Context: an optimization exercise on an open-source flow, tuned for small area. The choices shown serve that exercise and are no tape-out recipe. In this exercise RTL edits were held to simulation tests only and were not proved equivalent to the original. No activity file was given, so power comes from the tool's default toggle rates. The clock port is modelled as an ideal driver; clocking choices that lean on that would not hold on a real chip.

==> inputs of try-lagoon <==
// CPU_top
module CPU_top(
input clk, rst,
input [31:0] imem_data,
output [31:0] imem_addr,
output [31:0] out
    );
==> module ALU, before the edit <==
module ALU(
input [31:0] a, imm,
input [31:12] u,
input lui, andi,
output [31:0] y
    );
    assign y = lui ? {u, 12'd0} : andi ? (a & imm) : (a + imm);
endmodule
==> module Banco_de_Registros, before the edit <==
module Banco_de_Registros(
input clk, rst, clr, ph, we,
input [3:0] waddr, raddr,
input [31:0] wdata,
output [31:0] rdata
    );
    wire [31:0] a_w [0:15];
    genvar g;
    generate for (g = 0; g < 16; g = g + 1) begin : ring
        reg [31:0] ra, rb;
        wire sel = clr | (we & (waddr == g));
        wire [31:0] d;
        if (g == 7)   
            assign d = clr ? {28'd0, {3{~rst}}, 1'b0} : wdata;
        else
            assign d = clr ? 32'd0 : wdata;
        always @(posedge clk) begin
            ra <= rb;
            rb <= sel ? d : ra;
        end
        assign a_w[g] = ra;
    end endgenerate
    assign rdata = a_w[raddr];
endmodule
==> module Memoria_Datos, before the edit <==
module Memoria_Datos(
input clk, rst, we, sb, lbu,
input [4:0] addr,
input [31:0] wdata,
output [31:0] rdata
    );
    wire [2:0] w = addr[4:2];
    wire [1:0] off = addr[1:0];
    wire [7:0] db [0:3];
    assign db[0] = sb ? wdata[7:0] : wdata[31:24];
    assign db[1] = wdata[23:16];
    assign db[2] = wdata[15:8];
    assign db[3] = wdata[7:0];
    wire [7:0] bv [0:3];
    genvar k, j;
    generate for (k = 0; k < 4; k = k + 1) begin : bank
        wire [2:0] idx = w + (k < off);
        wire [1:0] q = k - off;
        wire [7:0] wb = rst ? 8'd0 : db[q];
        wire bwe = we & (~sb | (q == 2'd0));
        wire [7:0] cells [0:7];
        for (j = 0; j < 8; j = j + 1) begin : cb
            reg [7:0] m;
            always @(posedge clk)
                if (rst | (bwe & (idx == j))) m <= wb;
            assign cells[j] = m;
        end
        assign bv[k] = cells[idx];
    end endgenerate
    wire [7:0] b0 = bv[off];
    wire [7:0] b1 = bv[off + 2'd1];
    wire [7:0] b2 = bv[off + 2'd2];
    wire [7:0] b3 = bv[off + 2'd3];
    assign rdata = lbu ? {24'd0, b0} : {b0, b1, b2, b3};
endmodule
==> module Unidad_Control, before the edit <==
module Unidad_Control(
input clk, rst,
input [1:0] cls,
output st_f, st_d, st_x, st_w, st_m,
output reg pf,       
output reg ph,       
output clr,          
output is_lui, is_opi, is_load, is_store
    );
    reg [2:0] st;
    reg rst_d;
    wire [2:0] nxt;
    UC_ES LCES (.st(st), .load(is_load), .nxt(nxt));
    always @(posedge clk) begin
        st    <= rst ? 3'd0 : nxt;
        pf    <= ~rst & (st_m | (st_w & ~is_load));
        ph    <= ~rst & ~ph;
        rst_d <= rst;
    end
    assign clr = rst | rst_d;
    assign st_f = st == 3'd0;
    assign st_d = st == 3'd1;
    assign st_x = st == 3'd2;
    assign st_w = st == 3'd3;
    assign st_m = st == 3'd4;
    assign is_lui   = cls == 2'b11;
    assign is_opi   = cls == 2'b01;
    assign is_load  = cls == 2'b00;
    assign is_store = cls == 2'b10;
endmodule
==> module CPU_top, before the edit <==
module CPU_top(
input clk, rst,
input [31:0] imem_data,
output [31:0] imem_addr,
output [31:0] out
    );
    wire st_f, st_d, st_x, st_w, st_m, pf, ph, clr;
    wire is_lui, is_opi, is_load, is_store;
    reg  [31:7] ir;
    reg  [1:0]  cls;    
    Unidad_Control UC (.clk(clk), .rst(rst), .cls(cls),
        .st_f(st_f), .st_d(st_d), .st_x(st_x), .st_w(st_w), .st_m(st_m),
        .pf(pf), .ph(ph), .clr(clr),
        .is_lui(is_lui), .is_opi(is_opi), .is_load(is_load), .is_store(is_store));
    reg  [31:2] pc;
    wire [31:2] pc_inc = pc + 30'd1;
    always @(posedge clk)
        if (rst) pc <= 30'd0;
        else if (st_f) pc <= pc_inc;
    assign imem_addr = {pc, 2'b00};
    always @(posedge clk)
        if (st_f) begin
            ir  <= imem_data[31:7];
            cls <= {imem_data[5], imem_data[4]};
        end
    wire andi = ir[14];           
    wire lbu  = ir[14];           
    wire sb   = ~ir[13];          
    wire [4:0]  raddr = (st_d | st_x) ? ir[19:15] : ir[24:20];
    wire [31:0] rv;
    reg  [31:0] T;
    wire wr_now = ((st_w & ~is_load & ~is_store) | st_m | (st_f & pf & ~is_store)) & (ir[7] == ph);
    Banco_de_Registros Registers (.clk(clk), .rst(rst), .clr(clr), .ph(ph),
        .we(wr_now), .waddr(ir[11:8]), .wdata(T), .raddr(raddr[4:1]), .rdata(rv));
    wire [31:0] imm;
    Extensor_de_Signo ExtSign (.ir(ir), .store(is_store), .imm(imm));
    wire [31:0] alu;
    ALU CPU_ALU (.a(rv), .imm(imm), .u(ir[31:12]), .lui(is_lui), .andi(is_opi & andi), .y(alu));
    wire [31:0] mval;
    wire mwe = ((st_w & is_store) | (st_f & pf & is_store)) & (ir[20] == ph);
    Memoria_Datos Datos (.clk(clk), .rst(rst), .we(mwe), .sb(sb), .addr(T[4:0]),
        .wdata(rv), .lbu(lbu), .rdata(mval));
    wire t_alu = (st_d | st_x) & (is_lui | (ir[15] == ph));
    wire t_ld  = st_w & is_load;
    always @(posedge clk)
        if (t_alu | t_ld) T <= t_ld ? mval : alu;
    assign out = (st_w | st_m) ? T : {pc_inc, 2'b00};
endmodule
==> flow/config.mk <==
export PLATFORM = sky130hd
export DESIGN_NAME = CPU_top
export DESIGN_NICKNAME = CPU_top
export VERILOG_FILES = /design/flow/design.v
export SDC_FILE = /design/flow/constraint.sdc
export NUM_CORES = 8
export LEC_CHECK = 0
export CAP_MARGIN = 20
export CORE_MARGIN = 2
export CORE_UTILIZATION = 30
export PLACE_DENSITY = 0.5
export SLEW_MARGIN = 20
==> flow/constraint.sdc <==
create_clock -name core_clock -period 10.5 [get_ports {clk}]
set_input_delay 2.1000 -clock core_clock [delete_from_list [all_inputs] [get_ports {clk}]]
set_output_delay 2.1000 -clock core_clock [all_outputs]
set_load 0.01 [all_outputs]
standard.sh (not shown) runs the stock make flow with config.mk's settings and CLKGATE_MAP_FILE= SYNTH_SCRIPT=/design/flow/synth_recipe.tcl, a recipe that flattens the netlist after the stock synthesis.
==> flow/flow/run.sh <==
#!/bin/bash
# Standard ORFS flow (the standard.sh) with three changes:
#  - synthesis: the same script, but ABC maps with an area-oriented script
#    (flow/abc_area.script: &nf -a) instead of ORFS's delay-oriented one.
#    Registers are untouched (ABC only maps the combinational logic).
#  - clock tree: larger sink clusters (25 flip-flops per leaf buffer) and no
#    dummy loads;
#  - port buffers: the smallest buffer (buf_1).
set -euo pipefail
W=$(pwd)
F=$W/flow
# synthesis script: synth_recipe.tcl, sourcing a copy of ORFS synth.tcl whose
# ABC call uses flow/abc_area.script
sed "s#source \$::env(SCRIPTS_DIR)/synth_preamble.tcl#source \$::env(SCRIPTS_DIR)/synth_preamble.tcl\nset abc_args [lreplace \$abc_args 1 1 $F/abc_area.script]#" \
    "$FLOW_HOME/scripts/synth.tcl" > $W/own_synth_core.tcl
sed "s#source \$::env(SCRIPTS_DIR)/synth.tcl#source $W/own_synth_core.tcl#" $W/synth_recipe.tcl > $W/own_synth.tcl
grep -q "own_synth_core.tcl" $W/own_synth.tcl
grep -q "abc_area.script" $W/own_synth_core.tcl
sed "s#SYNTH_SCRIPT=[^ ]*#SYNTH_SCRIPT=$W/own_synth.tcl#" $W/standard.sh > $W/own_standard.sh
grep -q "SYNTH_SCRIPT=$W/own_synth.tcl" $W/own_standard.sh
export CTS_ARGS="-sink_clustering_enable -repair_clock_nets -dont_use_dummy_load -sink_clustering_size 25 -sink_clustering_max_diameter 100"
export BUFFER_PORTS_ARGS="-buffer_cell sky130_fd_sc_hd__buf_1"
bash $W/own_standard.sh > $W/flow_make.log 2>&1
==> flow/flow/abc_area.script <==
strash
&get -n
&st
&syn2
&dch
&nf -a
&put
topo
stime -c
buffer -c
upsize -c
dnsize -c
==> try-raven: changes against try-lagoon <==
--- a/flow/design.v
+++ b/flow/design.v
@@ -6,3 +6,27 @@
     );
-    assign y = lui ? {u, 12'd0} : andi ? (a & imm) : (a + imm);
+    function [6:0] rca6(input [5:0] x, input [5:0] z, input cin);
+        integer k;
+        reg c;
+        begin
+            c = cin;
+            for (k = 0; k < 6; k = k + 1) begin
+                rca6[k] = x[k] ^ z[k] ^ c;
+                c = (x[k] & z[k]) | (x[k] & c) | (z[k] & c);
+            end
+            rca6[6] = c;
+        end
+    endfunction
+    wire [6:0] l0 = rca6(a[5:0], imm[5:0], 1'b0);
+    wire [6:0] h0 = rca6(a[11:6], imm[11:6], 1'b0);
+    wire [6:0] h1 = rca6(a[11:6], imm[11:6], 1'b1);
+    wire [6:0] h = l0[6] ? h1 : h0;
+    wire s = imm[11];
+    wire [20:0] d;
+    assign d[0] = h[6] ^ s;
+    genvar k;
+    generate for (k = 0; k < 20; k = k + 1) begin : hc
+        assign d[k+1] = (a[12+k] ^ s) & d[k];
+    end endgenerate
+    wire [31:0] sum = {a[31:12] ^ d[19:0], h[5:0], l0[5:0]};
+    assign y = lui ? {u, 12'd0} : andi ? (a & imm) : sum;
 endmodule
@@ -30,3 +54,11 @@
     end endgenerate
-    assign rdata = a_w[raddr];
+    wire [15:0] rsel = 16'd1 << raddr;
+    reg [31:0] r;
+    integer i;
+    always @* begin
+        r = 32'd0;
+        for (i = 0; i < 16; i = i + 1)
+            r = r | (a_w[i] & {32{rsel[i]}});
+    end
+    assign rdata = r;
 endmodule
@@ -40,4 +72,6 @@
 module Memoria_Datos(
-input clk, rst, we, sb, lbu,
-input [4:0] addr,
+input clk, rst, clr, ph,
+input we1,               
+input sb, lbu,
+input [31:0] t,          
 input [31:0] wdata,
@@ -45,2 +79,13 @@
     );
+    reg [4:0] a5;
+    reg we2, sb2;
+    always @(posedge clk) begin
+        a5  <= t[4:0];
+        we2 <= ~rst & we1;
+        sb2 <= sb;
+    end
+    wire wr = we1 | we2;
+    wire [4:0] addr = we2 ? a5 : t[4:0];
+    wire [31:0] dw = we2 ? t : wdata;
+    wire sbx = we2 ? sb2 : sb;
     wire [2:0] w = addr[4:2];
@@ -48,27 +93,48 @@
     wire [7:0] db [0:3];
-    assign db[0] = sb ? wdata[7:0] : wdata[31:24];
-    assign db[1] = wdata[23:16];
-    assign db[2] = wdata[15:8];
-    assign db[3] = wdata[7:0];
-    wire [7:0] bv [0:3];
-    genvar k, j;
+    assign db[0] = dw[31:24];
+    assign db[1] = dw[23:16];
+    assign db[2] = dw[15:8];
+    assign db[3] = dw[7:0];
+    wire [7:0] bv [0:3];      
+    wire [7:0] ri [0:3];      
+    wire [7:0] ro [0:3];      
+    wire [1:0] amt = wr ? ((sbx ? 2'd3 : 2'd0) - off) : (off + {1'b0, lbu});
+    wire [3:0] aoh = 4'd1 << amt;
+    genvar k, p;
     generate for (k = 0; k < 4; k = k + 1) begin : bank
         wire [2:0] idx = w + (k < off);
-        wire [1:0] q = k - off;
-        wire [7:0] wb = rst ? 8'd0 : db[q];
-        wire bwe = we & (~sb | (q == 2'd0));
-        wire [7:0] cells [0:7];
-        for (j = 0; j < 8; j = j + 1) begin : cb
-            reg [7:0] m;
-            always @(posedge clk)
-                if (rst | (bwe & (idx == j))) m <= wb;
-            assign cells[j] = m;
-        end
-        assign bv[k] = cells[idx];
+        wire bwe = wr & (~sbx | (off == k));
+        wire [7:0] wd = clr ? 8'd0 : ro[k];
+        wire [7:0] ca [0:3];
+        wire [7:0] cb [0:3];
+        for (p = 0; p < 4; p = p + 1) begin : pr
+            reg [7:0] ma, mb;
+            wire sel = clr | (bwe & (idx[2:1] == p) & (idx[0] == ph));
+            always @(posedge clk) begin
+                ma <= mb;
+                mb <= sel ? wd : ma;
+            end
+            assign ca[p] = ma;
+            assign cb[p] = mb;
+        end
+        wire [3:0] poh = 4'd1 << idx[2:1];
+        wire ina = (idx[0] == ph);
+        reg [7:0] r;
+        integer i;
+        always @* begin
+            r = 8'd0;
+            for (i = 0; i < 4; i = i + 1)
+                r = r | (ca[i] & {8{poh[i] & ina}}) | (cb[i] & {8{poh[i] & ~ina}});
+        end
+        assign bv[k] = r;
+        assign ri[k] = wr ? db[k] : bv[k];
+        reg [7:0] o;
+        always @* begin
+            o = 8'd0;
+            for (i = 0; i < 4; i = i + 1)
+                o = o | (ri[i] & {8{aoh[(i - k) & 3]}});
+        end
+        assign ro[k] = o;
     end endgenerate
-    wire [7:0] b0 = bv[off];
-    wire [7:0] b1 = bv[off + 2'd1];
-    wire [7:0] b2 = bv[off + 2'd2];
-    wire [7:0] b3 = bv[off + 2'd3];
-    assign rdata = lbu ? {24'd0, b0} : {b0, b1, b2, b3};
+    assign rdata = {ro[0] & {8{~lbu}}, ro[1] & {8{~lbu}}, ro[2] & {8{~lbu}}, ro[3]};
 endmodule
@@ -95,2 +161,3 @@
 output clr,          
+output reg rsel,     
 output is_lui, is_opi, is_load, is_store
@@ -106,2 +173,3 @@
         rst_d <= rst;
+        rsel  <= ~rst & (st_f | st_d);
     end
@@ -124,3 +192,3 @@
     );
-    wire st_f, st_d, st_x, st_w, st_m, pf, ph, clr;
+    wire st_f, st_d, st_x, st_w, st_m, pf, ph, clr, rsel;
     wire is_lui, is_opi, is_load, is_store;
@@ -130,3 +198,3 @@
         .st_f(st_f), .st_d(st_d), .st_x(st_x), .st_w(st_w), .st_m(st_m),
-        .pf(pf), .ph(ph), .clr(clr),
+        .pf(pf), .ph(ph), .clr(clr), .rsel(rsel),
         .is_lui(is_lui), .is_opi(is_opi), .is_load(is_load), .is_store(is_store));
@@ -146,3 +214,3 @@
     wire sb   = ~ir[13];          
-    wire [4:0]  raddr = (st_d | st_x) ? ir[19:15] : ir[24:20];
+    wire [4:0]  raddr = rsel ? ir[19:15] : ir[24:20];
     wire [31:0] rv;
@@ -155,7 +223,8 @@
     wire [31:0] alu;
-    ALU CPU_ALU (.a(rv), .imm(imm), .u(ir[31:12]), .lui(is_lui), .andi(is_opi & andi), .y(alu));
+    wire mwe;
+    ALU CPU_ALU (.a(rv), .imm(imm & {32{~mwe}}), .u(ir[31:12]), .lui(is_lui), .andi(is_opi & andi), .y(alu));
     wire [31:0] mval;
-    wire mwe = ((st_w & is_store) | (st_f & pf & is_store)) & (ir[20] == ph);
-    Memoria_Datos Datos (.clk(clk), .rst(rst), .we(mwe), .sb(sb), .addr(T[4:0]),
-        .wdata(rv), .lbu(lbu), .rdata(mval));
+    assign mwe = ((st_w & is_store) | (st_f & pf & is_store)) & (ir[20] == ph);
+    Memoria_Datos Datos (.clk(clk), .rst(rst), .clr(clr), .ph(ph), .we1(mwe), .sb(sb), .lbu(lbu),
+        .t(T), .wdata(rv), .rdata(mval));
     wire t_alu = (st_d | st_x) & (is_lui | (ir[15] == ph));
@@ -163,3 +232,3 @@
     always @(posedge clk)
-        if (t_alu | t_ld) T <= t_ld ? mval : alu;
+        if (t_alu | t_ld | mwe) T <= t_ld ? mval : alu;
     assign out = (st_w | st_m) ? T : {pc_inc, 2'b00};
--- a/flow/flow/run.sh
+++ b/flow/flow/run.sh
@@ -5,3 +5,3 @@
 #    Registers are untouched (ABC only maps the combinational logic).
-#  - clock tree: larger sink clusters (25 flip-flops per leaf buffer) and no
+#  - clock tree: larger sink clusters (28 flip-flops per leaf buffer) and no
 #    dummy loads;
@@ -20,3 +20,3 @@
 grep -q "SYNTH_SCRIPT=$W/own_synth.tcl" $W/own_standard.sh
-export CTS_ARGS="-sink_clustering_enable -repair_clock_nets -dont_use_dummy_load -sink_clustering_size 25 -sink_clustering_max_diameter 100"
+export CTS_ARGS="-sink_clustering_enable -repair_clock_nets -dont_use_dummy_load -sink_clustering_size 28 -sink_clustering_max_diameter 100"
 export BUFFER_PORTS_ARGS="-buffer_cell sky130_fd_sc_hd__buf_1"
Settings changed: CORE_UTILIZATION 30 to 50, PLACE_DENSITY 0.5 to 0.65.
==> try-pepper: changes against try-lagoon <==
==> flow/flow/run.sh (replaced) <==
#!/bin/bash
set -euo pipefail
export CTS_ARGS="-sink_clustering_enable -repair_clock_nets -dont_use_dummy_load -sink_clustering_size 25 -sink_clustering_max_diameter 100"
export BUFFER_PORTS_ARGS="-buffer_cell sky130_fd_sc_hd__buf_1"
bash standard.sh > flow_make.log 2>&1
removed: flow/flow/abc_area.script
==> impl_results.md <==
* Run status: no timing/DRC/antenna violations
* Well tap count at 2,204
* Clock buffers at 66
* Simple-gate portion of the synthesized area at 0.1378
* Fillers at ~17,000
* Overall die height at a little over 400 um
* Post-layout net count at 5,015
* Clock buffer count from CTS at 66
* Share of cells above drive strength 1 at 0.06444
* Final standard cell utilization of the core at 0.3285
* Share of the final layout cell area in multi-input gates at 0.3339
[end of results for try-pepper]
==> impl_results.md <==
* Proportion of cell area occupied by registers at 0.5971
* Hold slack final at 0.3047 ns
* Share of cells above drive strength 1 at 0.05490
* Simple-gate portion of the synthesized area at 0.1042
* Fillers at 15,830
* Portion of total power attributed to sequential cells at 0.567
* Overall die height at 400.8 um
* Cell area after layout at 0.05138 sq mm
* Clock buffers at 61
* Share of the final layout cell area in multi-input gates at 0.3009
* Well tap count at 2,058
* Run status: no timing/DRC/antenna violations
* Post-layout net count at 4,379
* Clock buffer count from CTS at 61
[end of results for try-lagoon]
==> impl_results.md <==
* Clk sinks at 1,383
* Run status: no timing/DRC/antenna violations
* DR vias at 31,730
* Wire length of the first global-routing pass at between 150,000 and 200,000 um
* Clock buffer count from CTS at 55
* Well tap count at between 1,000 and 1,500
* Fillers at 7,992
* Final standard cell utilization of the core at 0.5371
* Simple-gate portion of the synthesized area at 0.1274
* Worst-case clock buffer depth at 3
* Share of the synthesized area in compound gates (AO/OA/AOI/OAI) at 0.1674
* Share of the final layout cell area in multi-input gates at 0.3250
* Overall die height at 302.6 um
[end of results for try-raven]

static timing again, ports no longer ideal:
In the flow no input, the clock included, has a driving cell. The finished layouts below were timed again as built, in two steps.
Step 1 (the two cells are an assumption about what drives the block):
set clk [get_ports {clk}]
set_driving_cell -lib_cell sky130_fd_sc_hd__clkbuf_16 $clk
set_driving_cell -lib_cell sky130_fd_sc_hd__buf_2 [delete_from_list [all_inputs] $clk]
Step 2 adds t to the input delays and takes it off the output delays; t is the mean of the earliest and latest rising clock arrival at the registers after step 1. Input paths then give back, and output paths get back, about the clock's delay inside the block.
Three values: ideal ports, drivers, drivers and shift; two values: the first two.
run | t (ns) | setup WS [ns] | worst register clock-pin slew, ns
try-lagoon | 0.764 | 3.796 / 3.796 / 3.796 | 0.11 / 0.11
try-raven | 0.726 | 2.793 / 2.793 / 2.793 | 0.12 / 0.12
try-pepper | 0.759 | 3.441 / 3.441 / 3.441 | 0.10 / 0.10
After both steps setup and hold are still met in every run listed.
